This is an optimization exercise on Yosys and OpenROAD, whose aim is small area, a short achievable clock period and few clock cycles per item, not a production implementation. RTL that was checked went through simulation tests only; none was proved equivalent to the original.

==> module task3, before the edit <==
module task3 (
    input  wire        clk,
    input  wire        rst,
    input  wire [2:0]  opcode,
    input  wire [7:0]  in2,
    input  wire [7:0]  in1,
    input  wire [7:0]  in0,
    output wire [23:0] result,
    output wire        done
);
    wire [7:0] a = in2, b = in1, c = in0;
    reg  [23:0] S, C;         
    reg  [7:0]  ar, yr;       
    reg  [10:0] xr;           
    reg  [1:0]  ph;           
    wire acc = (ph == 2'd0);
    assign done   = acc;
    wire [23:0] P = S + C;
    assign result = P;
    wire is0 = opcode == 3'd0, is1 = opcode == 3'd1, is2 = opcode == 3'd2, is3 = opcode == 3'd3;
    wire is4 = opcode == 3'd4, is5 = opcode == 3'd5, is6 = opcode == 3'd6, is7 = opcode == 3'd7;
    wire [23:0] bz = {16'd0, b};
    wire [23:0] cz = {16'd0, c};
    wire [23:0] bs = {{16{b[7]}}, b};
    wire [23:0] cs = {{16{c[7]}}, c};
    wire [23:0] shr = $signed(cs) >>> b;
    wire [1:0]  s7 = {1'b0, a[7]} + {1'b0, b[7]} + {1'b0, c[7]};
    wire nomul = acc & (is0 | is1 | is3);
    reg [15:0] X;
    reg [7:0]  Y;
    reg [23:0] F1, F2;
    reg        k1, k13;
    always @(*) begin
        X = 16'd0; Y = 8'd0; F1 = 24'd0; F2 = 24'd0; k1 = 1'b0; k13 = 1'b0;
        case (ph)
            2'd0: begin
                Y = is5 ? c : is6 ? 8'd1 : b;
                if (is0) begin F1 = bz;  F2 = cz; end
                if (is1) begin F1 = ~bz; F2 = cz; k1 = 1'b1; end
                if (is2) begin X = cs[15:0]; F2 = {17'd0, b[7], 6'd0}; end
                if (is3) F1 = shr;
                if (is4) begin X = bs[15:0]; F2 = {17'd0, b[7], 6'd0}; end
                if (is5) begin X = cs[15:0]; F2 = {17'd0, c[7], 6'd0}; end
                if (is6) begin X = cs[15:0]; F1 = bs; F2 = {{16{a[7]}}, a}; end
                if (is7) begin X = ~{bs[13:0], 2'b00}; F1 = {bs[21:0], 2'b00};
                               F2 = {16'd0, s7, 6'd0}; k13 = 1'b1; end
            end
            2'd1: begin X = P[15:0]; Y = yr; F2 = {17'd0, yr[7], 6'd0}; end
            default: begin X = {{5{xr[10]}}, xr}; Y = yr; F1 = S; F2 = C; end
        endcase
    end
    wire [16:0] xe = {X[15], X};
    wire [8:0]  yb = {Y, 1'b0};
    wire [16:0] v0, v1, v2, v3;
    wire [3:0]  ng;
    genvar j;
    generate for (j = 0; j < 4; j = j + 1) begin : bth
        wire y2 = yb[2*j+2], y1 = yb[2*j+1], y0 = yb[2*j];
        wire one = y1 ^ y0;
        wire two = (y2 & ~y1 & ~y0) | (~y2 & y1 & y0);
        wire [16:0] sel = ({17{one}} & xe) | ({17{two}} & {xe[15:0], 1'b0});
        wire n = (j == 3) ? y2 & ~nomul : y2;
        wire [16:0] v = sel ^ {17{n}};
        assign ng[j] = n;
        if (j == 0) assign v0 = v;
        if (j == 1) assign v1 = v;
        if (j == 2) assign v2 = v;
        if (j == 3) assign v3 = v;
    end endgenerate
    wire [23:0] B0 = {5'd0, ~v0[16], v0[16], v0[16], v0[15:0]};
    wire [23:0] B1 = {3'd0, 1'b1, ~v1[16], v1[15:0], 1'b0, ng[0]};
    wire [23:0] B2 = {1'd0, 1'b1, ~v2[16], v2[15:0], 1'b0, ng[1], 1'b0, k1};
    wire [23:0] B3 = {1'b1, ~v3[16], v3[15:0], 1'b0, ng[2], k13, k13, 1'b0, k13};
    function [47:0] csa(input [23:0] x, input [23:0] y, input [23:0] z);
        csa = {x ^ y ^ z, ((x & y) | (x & z) | (y & z)) << 1};
    endfunction
    wire [23:0] s1, c1, s2, c2, s3, c3, s4, c4;
    assign {s1, c1} = csa(B0, B1, B2);
    assign {s2, c2} = csa(B3, F1, F2);
    assign {s3, c3} = csa(s1, c1, s2);
    assign {s4, c4} = csa(s3, c3, c2);
    always @(posedge clk) begin
        S <= s4;
        C <= c4;
        ar <= a;
        if (ph == 2'd2) begin
            yr <= ar;
            xr <= {ar[7], ar[7], ar[7], ar} * 11'sd5 + 11'sd8;
        end else begin
            yr <= c;
            xr <= {c[7], c[7], c[7], c} * 11'sd6 - 11'sd2;
        end
        if (rst) ph <= 2'd0;
        else case (ph)
            2'd0: ph <= is5 ? 2'd1 : is7 ? 2'd2 : 2'd0;
            2'd2: ph <= 2'd3;
            default: ph <= 2'd0;
        endcase
    end
endmodule
clock: 11.0 ns
lec_check: 0
abc_area: 1
cap_margin: 20
core_margin: 2
core_utilization: 40
cts_buf_list: sky130_fd_sc_hd__clkbuf_4 sky130_fd_sc_hd__clkbuf_8
setup_slack_margin: 5
slew_margin: 20
tns_end_percent: 100
standard.sh (not shown) runs the stock make flow with config.mk's settings and CLKGATE_MAP_FILE= SYNTH_SCRIPT=/design/flow/synth_recipe.tcl, a recipe that flattens the netlist after the stock synthesis.
==> flow/flow/run.sh <==
#!/bin/bash
# Standard layout with port buffers of a faster cell and the timing repair
# aimed at a tighter setup margin. The make output goes to standard.log;
# each ORFS step's full log stays under orfs/logs.
set -o pipefail
bash standard.sh "BUFFER_PORTS_ARGS=-buffer_cell sky130_fd_sc_hd__buf_1" SETUP_SLACK_MARGIN=5.5 TNS_END_PERCENT=100 finish > standard.log 2>&1
The first run went through all stages and came out clean.
Testbench counts at the start, summed over its fixed seeds: cycles 219,878, ops 160,000.
==> next run, changes <==
--- a/flow/design.v
+++ b/flow/design.v
@@ -22,9 +22,13 @@
     wire [23:0] bz = {16'd0, b};
     wire [23:0] cz = {16'd0, c};
     wire [23:0] bs = {{16{b[7]}}, b};
     wire [23:0] cs = {{16{c[7]}}, c};
-    wire [23:0] shr = $signed(cs) >>> b;
+    wire [7:0]  sh1 = b[0] ? {c[7], c[7:1]} : c;
+    wire [7:0]  sh2 = b[1] ? {{2{sh1[7]}}, sh1[7:2]} : sh1;
+    wire [7:0]  sh3 = b[2] ? {{4{sh2[7]}}, sh2[7:4]} : sh2;
+    wire [7:0]  sh8 = (|b[7:3]) ? {8{c[7]}} : sh3;
+    wire [23:0] shr = {{16{sh8[7]}}, sh8};
     wire [1:0]  s7 = {1'b0, a[7]} + {1'b0, b[7]} + {1'b0, c[7]};
     wire nomul = acc & (is0 | is1 | is3);
     reg [15:0] X;
     reg [7:0]  Y;
@@ -37,9 +41,9 @@
                 Y = is5 ? c : is6 ? 8'd1 : b;
                 if (is0) begin F1 = bz;  F2 = cz; end
                 if (is1) begin F1 = ~bz; F2 = cz; k1 = 1'b1; end
                 if (is2) begin X = cs[15:0]; F2 = {17'd0, b[7], 6'd0}; end
-                if (is3) F1 = shr;
+                if (is3) F2 = shr;
                 if (is4) begin X = bs[15:0]; F2 = {17'd0, b[7], 6'd0}; end
                 if (is5) begin X = cs[15:0]; F2 = {17'd0, c[7], 6'd0}; end
                 if (is6) begin X = cs[15:0]; F1 = bs; F2 = {{16{a[7]}}, a}; end
                 if (is7) begin X = ~{bs[13:0], 2'b00}; F1 = {bs[21:0], 2'b00};
What happened: Hold slack is worse by 0.0052 ns. Area after synthesis goes down slightly. Wire length went down by a few percent. Utilization came out lower by 0.23 points. Die area went down slightly. Cell area goes down slightly.
No functional check of the RTL was part of the second run of this note.

[static timing again, ports no longer ideal]
No port has a modelled driver above. Below, the same layouts with a new extraction and two added sets of constraints.
Step 1 assumes that a clkbuf_16 drives the clock port and a buf_2 every other input.
Step 2 adds t to the input delays and takes it off the output delays; t is the mean of the earliest and latest rising clock arrival at the registers after step 1. Input paths then give back, and output paths get back, about the clock's delay inside the block.
Slacks: ideal ports / drivers / drivers and shift; pairs: ideal ports / drivers.
run | shift t [ns] | slack for setup (ns) | worst data-port slew with drivers (ns)
the first run | 0.416 | 5.638 / 5.659 / 5.243 | 0.03
the second run | 0.418 | 5.628 / 5.642 / 5.224 | 0.03
After both steps every run listed still meets setup and hold. For the second run, which loses most, drivers alone change the setup slack by +0.014 ns; drivers and shift together by -0.404 ns.
